Background: an optimization exercise with open tools, aiming at small area, a short achievable clock period and few clock cycles per item. Do not read the settings as production practice. RTL that was checked went through simulation tests only; none was proved equivalent to the original.

==> flow/design.v (excerpt) <==
module systolic_array #(
    parameter DATAWIDTH = 16,
    parameter N_SIZE = 4
) (
    input clk, rst_n,
    input valid_in,
    input [N_SIZE*DATAWIDTH-1:0] matrix_a_in,  
    input [N_SIZE*DATAWIDTH-1:0] matrix_b_in,  
    output reg valid_out,
    output [N_SIZE*DATAWIDTH*2-1:0] matrix_out  
);
For scale: ~980 flip-flops, ~260 I/O pins, roughly 0.053 sq mm of cells after synthesis.
export LEC_CHECK = 0
export CAP_MARGIN = 20
export CORE_MARGIN = 2
export CORE_UTILIZATION = 40
export SLEW_MARGIN = 20
create_clock -name core_clock -period 10.0 [get_ports {clk}]
standard.sh (not shown) runs the stock make flow with config.mk's settings and CLKGATE_MAP_FILE= SYNTH_SCRIPT=/design/flow/synth_recipe.tcl, a recipe that flattens the netlist after the stock synthesis.
==> flow/flow/run.sh <==
#!/bin/bash
# Layout flow: the standard ORFS flow (standard.sh), run with a larger setup slack
# margin so that the repair steps push the paths well below the 10 ns clock period.
# The SDC, the period and every other setting are the standard flow's own.
set -euo pipefail
bash standard.sh SETUP_SLACK_MARGIN=6.6 BUFFER_PORTS_ARGS='-buffer_cell sky130_fd_sc_hd__buf_2' CORE_UTILIZATION=65 finish > standard_flow.log 2>&1
The first run finished with timing, DRC and antenna clean.
Testbench counts at the start, summed over its fixed seeds: cycles 14,592, matrices 768.
Then changed:
--- a/flow/flow/run.sh
+++ b/flow/flow/run.sh
@@ -6 +6 @@
-bash standard.sh SETUP_SLACK_MARGIN=6.6 BUFFER_PORTS_ARGS='-buffer_cell sky130_fd_sc_hd__buf_2' CORE_UTILIZATION=65 finish > standard_flow.log 2>&1
+bash standard.sh SETUP_SLACK_MARGIN=6.6 BUFFER_PORTS_ARGS='-buffer_cell sky130_fd_sc_hd__buf_2' CTS_CLUSTER_SIZE=30 CTS_CLUSTER_DIAMETER=60 finish > standard_flow.log 2>&1
Effect: Synthesized area stays the same. Setup slack is better by 9.4 ps. Count of clock-buffer cells in the layout falls by 45. Design area climbs by about 0.6%. Routed wire length rose by 4.2%. Utilization is lower by 28 points. Critical path depth rose by 1. Via count decreases by 1.8%.
Then changed:
--- a/flow/flow/run.sh
+++ b/flow/flow/run.sh
@@ -6 +6 @@
-bash standard.sh SETUP_SLACK_MARGIN=6.6 BUFFER_PORTS_ARGS='-buffer_cell sky130_fd_sc_hd__buf_2' CTS_CLUSTER_SIZE=30 CTS_CLUSTER_DIAMETER=60 finish > standard_flow.log 2>&1
+bash standard.sh SETUP_SLACK_MARGIN=6.3 BUFFER_PORTS_ARGS='-buffer_cell sky130_fd_sc_hd__buf_2' finish > standard_flow.log 2>&1
After rerunning: Sequential cell count is unchanged; synthesized cell count is unchanged; final cell count went down slightly; global-route usage went down by 0.17 points; final area went down slightly; worst setup slack got worse by 250 ps; clock-buffer cell count went up by 51.
Then changed:
--- a/flow/flow/run.sh
+++ b/flow/flow/run.sh
@@ -6 +6 @@
-bash standard.sh SETUP_SLACK_MARGIN=6.3 BUFFER_PORTS_ARGS='-buffer_cell sky130_fd_sc_hd__buf_2' finish > standard_flow.log 2>&1
+bash standard.sh SETUP_SLACK_MARGIN=6.6 BUFFER_PORTS_ARGS='-buffer_cell sky130_fd_sc_hd__buf_2' finish > standard_flow.log 2>&1
The new run finished clean. Via count grows slightly. Clock skew shrinks by 41 ps. Sequential share of layout area fell by 0.61 points. Register-to-register slack gets better by 210 ps. Setup slack is better by 210 ps. Die area does not change. Final cell count came out higher slightly. Global-route usage is higher by 0.29 points. Maximum frequency rose by a few percent.

systolic_array, a different RTL version from the one above (not shown whole).
Size in the first run: ~4500 cells after synthesis, ~260 I/O pins.
clock: 10.0 ns
lec_check: 0
cap_margin: 20
core_margin: 2
core_utilization: 40
slew_margin: 20
==> flow/flow/run.sh <==
#!/bin/bash
# Layout flow: the standard ORFS flow (standard.sh), run with a larger setup slack
# margin so that the repair steps push the paths well below the 10 ns clock period.
# The SDC, the period and every other setting are the standard flow's own.
set -euo pipefail
bash standard.sh SETUP_SLACK_MARGIN=6.0  finish > standard_flow.log 2>&1
Next try:
--- a/flow/flow/run.sh
+++ b/flow/flow/run.sh
@@ -5,2 +5,2 @@
 set -euo pipefail
-bash standard.sh SETUP_SLACK_MARGIN=6.0  finish > standard_flow.log 2>&1
+bash standard.sh SETUP_SLACK_MARGIN=6.3 BUFFER_PORTS_ARGS='-buffer_cell sky130_fd_sc_hd__buf_2' finish > standard_flow.log 2>&1
Effect:
- die area is unchanged
- utilization hardly moves
- synthesized area does not change
- count of clock-buffer cells in the layout is lower by 2
- cell area barely changes
- non-clock buffer count rose by 55
- wire length goes up by 2.8%
- worst hold slack got worse by 0.014 ns
Next try:
--- a/flow/flow/run.sh
+++ b/flow/flow/run.sh
@@ -5,2 +5,2 @@
 set -euo pipefail
-bash standard.sh SETUP_SLACK_MARGIN=6.3 BUFFER_PORTS_ARGS='-buffer_cell sky130_fd_sc_hd__buf_2' finish > standard_flow.log 2>&1
+bash standard.sh SETUP_SLACK_MARGIN=6.8 finish > standard_flow.log 2>&1
Result: First-iteration DRC count climbs by well over a third; clock skew barely changes; non-clock buffer count climbs by 296; synthesized cell count does not change; utilization climbs by 6.5 points; setup slack improved by 0.064 ns; routed wire length climbs by about a fifth; worst hold slack improved by 0.024 ns.
Next try:
--- a/flow/flow/run.sh
+++ b/flow/flow/run.sh
@@ -5,2 +5,2 @@
 set -euo pipefail
-bash standard.sh SETUP_SLACK_MARGIN=6.8 finish > standard_flow.log 2>&1
+bash standard.sh SETUP_SLACK_MARGIN=6.5 BUFFER_PORTS_ARGS='-buffer_cell sky130_fd_sc_hd__buf_2' finish > standard_flow.log 2>&1
Clock skew goes up by 0.019 ns.
Critical path depth goes up by 1.
No run of this note included a check of the RTL's function; only the layout flow was run.

-- afterwards: timing with drivers on the ports --
How much do the figures lean on ideal ports? The routed layouts below were timed once more, with nothing changed but the port constraints. Step 1 assumes that a clkbuf_16 drives the clock port and a buf_2 every other input. Step 2, shift: input delay + t, output delay - t, t = (earliest + latest rising clock arrival at the registers) / 2. This alone moves slack from input paths to output paths. Three values: ideal, step 1, step 2; two values: the first two.
run | t, ns | setup WS [ns] | worst setup path after step 2 | slew at the worst register clock pin (ns)
the first run of note 1 | 0.766 | 6.638 / 6.638 / 6.638 | register to register | 0.08 / 0.08
the second run of note 1 | 0.774 | 6.647 / 6.647 / 6.647 | register to register | 0.10 / 0.10
the third run of note 1 | 0.800 | 6.395 / 6.395 / 6.395 | register to register | 0.07 / 0.07
the fourth run of note 1 | 0.810 | 6.603 / 6.603 / 6.603 | register to register | 0.07 / 0.07
the first run of note 2 | 0.793 | 6.087 / 6.006 / 6.126 | register to register | 0.07 / 0.07
the second run of note 2 | 0.795 | 6.291 / 6.291 / 6.291 | register to register | 0.07 / 0.07
the third run of note 2 | 0.764 | 6.356 / 6.356 / 6.356 | register to register | 0.07 / 0.07
the fourth run of note 2 | 0.795 | 6.353 / 6.353 / 6.353 | register to register | 0.07 / 0.07
After both steps every run listed still meets setup and hold.
